Source: an optimization exercise on an open RTL-to-GDS flow (aim: small area). Production flows keep margins and buffers that such runs may drop. In this exercise RTL edits were held to simulation tests only and were not proved equivalent to the original. The flow treats the clock pin as an ideal source, which a real chip does not have. No activity file was given, so power comes from the tool's default toggle rates.

cedar:
## PWM_WRAPPER
module PWM_WRAPPER(
    input           clk,
    input           reset,
    input           chipselect,
    input           write,
    input           read,
    input   [2:0]   address,
    input   [31:0]  writedata,
    output  [31:0]  readdata,
    output          pwm_out
);
reg [31:0] control_reg;
reg [15:0] period_reg;
reg [15:0] duty_reg;
reg [15:0] div_reg;
reg        control_v, period_v, duty_v, div_v;
reg [31:0] data_reg;
reg [15:0] ct1_n;
reg [15:0] cnt1_n;
wire [15:0] ct1 = ~ct1_n;
wire [15:0] cnt1 = ~cnt1_n;
wire enable = control_v & control_reg[0];
function ge16;
    input [15:0] a;
    input [15:0] b;
    integer i;
    reg g;
    begin
        g = 1'b1;
        for (i = 0; i < 16; i = i + 1)
            g = (a[i] ~^ b[i]) ? g : a[i];
        ge16 = g;
    end
endfunction
wire tick = ~div_v | ge16(ct1, div_reg);
wire adv = enable & tick;
wire wrap = ~period_v | ge16(cnt1, period_reg);
assign pwm_out = enable & duty_v & ge16(duty_reg, cnt1);
assign readdata = data_reg;
wire wr = chipselect & write;
wire rd = chipselect & read;
always @(posedge clk or posedge reset)
    if (reset) begin
        control_v <= 1'b0;
        period_v  <= 1'b0;
        duty_v    <= 1'b0;
        div_v     <= 1'b0;
    end else if (wr) begin
        case (address)
            3'd0: control_v <= 1'b1;
            3'd2: period_v  <= 1'b1;
            3'd3: duty_v    <= 1'b1;
            3'd4: div_v     <= 1'b1;
            default: ;
        endcase
    end
always @(posedge clk)
    if (wr) begin
        case (address)
            3'd0: control_reg <= writedata;
            3'd2: period_reg  <= writedata[15:0];
            3'd3: duty_reg    <= writedata[15:0];
            3'd4: div_reg     <= writedata[15:0];
            default: ;
        endcase
    end
always @(posedge clk or posedge reset)
    if (reset)
        data_reg <= 32'h0;
    else if (rd)
        case (address)
  ...
clock: 6.0 ns
lec_check: 0
cap_margin: 0
core_margin: 2
core_utilization: 60
gpl_timing_driven: 0
slew_margin: 0
standard.sh (not shown) runs the stock make flow with config.mk's settings and CLKGATE_MAP_FILE= SYNTH_SCRIPT=/design/flow/synth_recipe.tcl, a recipe that flattens the netlist after the stock synthesis.
==> flow/flow/run.sh <==
#!/bin/bash
# Standard layout with these changes:
#  - after the standard synthesis, its combinational logic is mapped again by
#    ABC for area (resyn.abc, run with four random seeds; the smallest result
#    is kept); every flip-flop cell keeps its name and type;
#  - the port buffers are the smallest buffer (buf_1);
#  - CTS builds the tree from clkbuf_4 without dummy loads, then post_cts.tcl
#    upsizes to clkbuf_8 the clock buffers whose flip-flop clock pins have the
#    slowest slew.
set -euo pipefail
export BUFFER_PORTS_ARGS="-buffer_cell sky130_fd_sc_hd__buf_1"
export CTS_ARGS="-sink_clustering_enable -repair_clock_nets -buf_list sky130_fd_sc_hd__clkbuf_4 -dont_use_dummy_load"
export POST_CTS_TCL=$PWD/flow/post_cts.tcl

bash standard.sh synth > synth.log 2>&1

RES=orfs/results/$FLOW_PLATFORM/PWM_WRAPPER/base
LIB=$FLOW_HOME/platforms/$FLOW_PLATFORM/lib/sky130_fd_sc_hd__tt_025C_1v80.lib
YOSYS=yosys
cp $RES/1_2_yosys.v 1_2_yosys.standard.v
DONT_USE=""
for c in $(sed -n '/^export DONT_USE_CELLS/,/^$/p' $FLOW_HOME/platforms/$FLOW_PLATFORM/config.mk | grep -o 'sky130_fd_sc_hd__[a-z0-9_]*'); do
  DONT_USE="$DONT_USE -dont_use $c"
done
for S in 1 2 3 4; do
  sed "s/&deepsyn -T 60/\&deepsyn -T 60 -S $S/" flow/resyn.abc > resyn_$S.abc
  cat > resyn_$S.ys <<EOS
read_liberty -ignore_miss_func $LIB
read_verilog 1_2_yosys.standard.v
hierarchy -top $FLOW_TOP
setattr -mod -set keep_hierarchy 1 sky130_fd_sc_hd__df* sky130_fd_sc_hd__edf* sky130_fd_sc_hd__sdf* sky130_fd_sc_hd__dl* sky130_fd_sc_hd__conb*
flatten
rename -hide $FLOW_TOP/w:*.*
opt_clean -purge
abc -liberty $LIB -script resyn_$S.abc $DONT_USE
opt_clean -purge
splitnets
opt_clean -purge
hilomap -singleton -hicell sky130_fd_sc_hd__conb_1 HI -locell sky130_fd_sc_hd__conb_1 LO
insbuf -buf sky130_fd_sc_hd__buf_4 A X
rename -hide $FLOW_TOP/w:_*
stat -liberty $LIB
select $FLOW_TOP
write_verilog -noattr -noexpr -nohex -nodec -selected 1_2_yosys.resyn_$S.v
EOS
  $YOSYS -s resyn_$S.ys > resyn_$S.log 2>&1 &
done
wait
best=""; best_area=""
for S in 1 2 3 4; do
  a=$(grep "Chip area for top module" resyn_$S.log | awk '{print $NF}' || true)
  echo "seed $S: area $a" >> resyn_pick.log
  if [[ -n "$a" && -s 1_2_yosys.resyn_$S.v ]]; then
    if [[ -z "$best" ]] || awk -v a="$a" -v b="$best_area" 'BEGIN{exit !(a < b)}'; then best=$S; best_area=$a; fi
  fi
done
echo "picked seed $best ($best_area)" >> resyn_pick.log
if [[ -n "$best" ]]; then
  cp 1_2_yosys.resyn_$best.v $RES/1_2_yosys.v
  rm -f $RES/1_synth.odb $RES/1_synth.sdc
fi

bash standard.sh > finish.log 2>&1
==> flow/flow/post_cts.tcl <==
# Upsize the clock buffers whose flip-flop clock pins see the slowest slew.
estimate_parasitics -placement
set limit 0.110
for {set pass 0} {$pass < 3} {incr pass} {
  set bufs {}
  foreach inst [get_cells *] {
    if {[string match "*__df*" [get_property $inst ref_name]] || [string match "*__edf*" [get_property $inst ref_name]]} {
      set pin [get_pins [get_full_name $inst]/CLK]
      if {[get_property $pin slew_max] > $limit} {
        set net [get_nets -of_objects $pin]
        foreach drv [get_pins -of_objects $net -filter "direction==output"] {
          set c [get_cells -of_objects $drv]
          if {[get_property $c ref_name] eq "sky130_fd_sc_hd__clkbuf_4"} { lappend bufs [get_full_name $c] }
        }
      }
    }
  }
  set bufs [lsort -unique $bufs]
  puts "post_cts pass $pass: upsizing [llength $bufs] clock buffers"
  if {[llength $bufs] == 0} { break }
  foreach b $bufs { replace_cell [get_cells $b] [get_lib_cells sky130_fd_sc_hd__clkbuf_8] }
  detailed_placement
  estimate_parasitics -placement
}
Other scripts of this flow, unchanged in this note and not shown: flow/flow/resyn.abc
Setup changes, cedar to tundra
- a change of CORE_UTILIZATION from 60 to 40
- a change of SLEW_MARGIN from 0 to 20
- a deleted GPL_TIMING_DRIVEN that had been 0
- a change of CAP_MARGIN from 0 to 20
diff --git a/flow/flow/run.sh b/flow/flow/run.sh
--- a/flow/flow/run.sh
+++ b/flow/flow/run.sh
@@ -4,3 +4,4 @@
-#    ABC for area (resyn.abc, run with four random seeds; the smallest result
-#    is kept); every flip-flop cell keeps its name and type;
-#  - the port buffers are the smallest buffer (buf_1);
+#    ABC for area (resyn.abc and resyn2.abc, each run with four random seeds;
+#    the smallest result is kept); every flip-flop cell keeps its name and type;
+#  - the port buffers are the smallest buffer (buf_1), and the resizer's
+#    fanout buffers are at most buf_2;
@@ -25,2 +26,3 @@
-for S in 1 2 3 4; do
-  sed "s/&deepsyn -T 60/\&deepsyn -T 60 -S $S/" flow/resyn.abc > resyn_$S.abc
+run_one() {
+  S=$1
+  sed "s/&deepsyn -T 60/\&deepsyn -T 60 -S ${S#*_}/" flow/resyn${S%_*}.abc > resyn_$S.abc
@@ -46,2 +48,6 @@
-  $YOSYS -s resyn_$S.ys > resyn_$S.log 2>&1 &
-done
+  $YOSYS -s resyn_$S.ys > resyn_$S.log 2>&1
+}
+CANDS="_1 _2 _3 _4 2_1 2_2 2_3 2_4"
+for S in _1 _2 _3 _4; do run_one $S & done
+wait
+for S in 2_1 2_2 2_3 2_4; do run_one $S & done
@@ -50 +56 @@
-for S in 1 2 3 4; do
+for S in $CANDS; do
@@ -52 +58 @@
-  echo "seed $S: area $a" >> resyn_pick.log
+  echo "candidate $S: area $a" >> resyn_pick.log
@@ -57 +63 @@
-echo "picked seed $best ($best_area)" >> resyn_pick.log
+echo "picked candidate $best ($best_area)" >> resyn_pick.log
@@ -62,0 +69,2 @@
+# layout: the resizer may not use buffers above buf_2 for fanout repair
+export DONT_USE_CELLS="sky130_fd_sc_hd__buf_4 sky130_fd_sc_hd__buf_6 sky130_fd_sc_hd__buf_8 sky130_fd_sc_hd__buf_12 sky130_fd_sc_hd__buf_16"
diff --git a/flow/flow/post_cts.tcl b/flow/flow/post_cts.tcl
--- a/flow/flow/post_cts.tcl
+++ b/flow/flow/post_cts.tcl
@@ -3 +3 @@
-set limit 0.110
+set limit 0.120
==> flow/flow/resyn2.abc (new file) <==
strash
&get -n
&deepsyn -T 60
&dch -f
&nf -a -R 1000
&put
strash
&get -n
&dch -f
&nf -a -R 1000
&put
--- outcome ---
Transition at the pin with the smallest max-transition slack is higher on cedar. Between cedar and tundra, the clock slew at the register clock pins of the worst setup and hold paths does not differ in any meaningful way. On combinational power share, tundra and cedar are neck and neck. Status | tundra and cedar | clean. Summary of tundra over cedar: worst setup slack after layout now sits higher, minimum clock period after layout decreased 0.71 ns, cell count shows an increase of 11%. The origin of the worst setup path comes out duty_reg[1]$_DFFE_PP_ in one run and div_reg[2]$_DFFE_PP_ in the other, namely in tundra and cedar respectively. Between tundra and cedar, the proportion of power drawn by the clock network is higher for cedar.
Edits applied to the flow inputs when going from tundra to sierra:
diff --git a/flow/flow/run.sh b/flow/flow/run.sh
--- a/flow/flow/run.sh
+++ b/flow/flow/run.sh
@@ -4,4 +4,3 @@
-#    ABC for area (resyn.abc and resyn2.abc, each run with four random seeds;
-#    the smallest result is kept); every flip-flop cell keeps its name and type;
-#  - the port buffers are the smallest buffer (buf_1), and the resizer's
-#    fanout buffers are at most buf_2;
+#    ABC for area (resyn.abc, run with four random seeds; the smallest result
+#    is kept); every flip-flop cell keeps its name and type;
+#  - the port buffers are the smallest buffer (buf_1);
@@ -26,3 +25,2 @@
-run_one() {
-  S=$1
-  sed "s/&deepsyn -T 60/\&deepsyn -T 60 -S ${S#*_}/" flow/resyn${S%_*}.abc > resyn_$S.abc
+for S in 1 2 3 4; do
+  sed "s/&deepsyn -T 60/\&deepsyn -T 60 -S $S/" flow/resyn.abc > resyn_$S.abc
@@ -48,6 +46,2 @@
-  $YOSYS -s resyn_$S.ys > resyn_$S.log 2>&1
-}
-CANDS="_1 _2 _3 _4 2_1 2_2 2_3 2_4"
-for S in _1 _2 _3 _4; do run_one $S & done
-wait
-for S in 2_1 2_2 2_3 2_4; do run_one $S & done
+  $YOSYS -s resyn_$S.ys > resyn_$S.log 2>&1 &
+done
@@ -56 +50 @@
-for S in $CANDS; do
+for S in 1 2 3 4; do
@@ -58 +52 @@
-  echo "candidate $S: area $a" >> resyn_pick.log
+  echo "seed $S: area $a" >> resyn_pick.log
@@ -63 +57 @@
-echo "picked candidate $best ($best_area)" >> resyn_pick.log
+echo "picked seed $best ($best_area)" >> resyn_pick.log
@@ -69,2 +62,0 @@
-# layout: the resizer may not use buffers above buf_2 for fanout repair
-export DONT_USE_CELLS="sky130_fd_sc_hd__buf_4 sky130_fd_sc_hd__buf_6 sky130_fd_sc_hd__buf_8 sky130_fd_sc_hd__buf_12 sky130_fd_sc_hd__buf_16"
diff --git a/flow/flow/post_cts.tcl b/flow/flow/post_cts.tcl
--- a/flow/flow/post_cts.tcl
+++ b/flow/flow/post_cts.tcl
@@ -3 +3 @@
-set limit 0.120
+set limit 0.110
removed: flow/flow/resyn2.abc
Findings:
Run comparison: tundra class of the most critical setup path register to output pin; sierra class of the most critical setup path register to register. Combinational-cell power consumption (lower): tundra. Diff tundra -> sierra | overall track demand over capacity in global routing | increase of 0.28 points. sierra reports a higher detailed route wirelength on metal3 than tundra does. Reported for tundra and sierra, count of input and output buffers turned out identical to the last digit. Number of cells after detailed placement: sierra > tundra. Post-route minimum period for sierra: 0.26 ns up relative to tundra. Compared to tundra, sierra shows a narrower setup margin.
Edits applied to the flow inputs when going from sierra to maple:
diff --git a/flow/flow/post_cts.tcl b/flow/flow/post_cts.tcl
--- a/flow/flow/post_cts.tcl
+++ b/flow/flow/post_cts.tcl
@@ -3 +3 @@
-set limit 0.110
+set limit 0.120
==> results.txt <==
- Via count of the first global-routing pass is higher on sierra
- Comparing maple against sierra, there is no change at all in remaining global-route overflow.
- Going from sierra to maple, the sequential share of layout area was found to have gone up by 0.26 points.
- maple vs. sierra: final cycle utilization of the critical path went up by 0.38 points.
- The sum of routed wire length over all layers on maple is in line with that on sierra.
- sierra -> maple: count of clock-net buffers in the final layout delta 0, exact match
- Setup slack down 0.023 ns in maple wrt sierra

## separate check: timing with driven ports
How much do the figures lean on ideal ports? The routed layouts below were timed once more, with nothing changed but the port constraints. Step 1, drivers: a clkbuf_16 drives clk and a buf_2 each remaining input, both assumed. Step 2 also shifts input and output timing later by t, the mid clock arrival at the registers, as if the neighbouring blocks saw the same clock. a / b / c = no drivers / after step 1 / after step 2; a / b = the first two.
run	shift t [ns]	slack for setup (ns)	worst setup path after step 2
cedar	0.538	0.899 / 0.899 / 0.899	register to register
tundra	0.565	1.606 / 1.573 / 1.702	register to register
sierra	0.567	1.341 / 1.341 / 1.341	register to register
maple	0.552	1.318 / 1.318 / 1.318	register to register
After both steps every run listed still meets setup and hold.
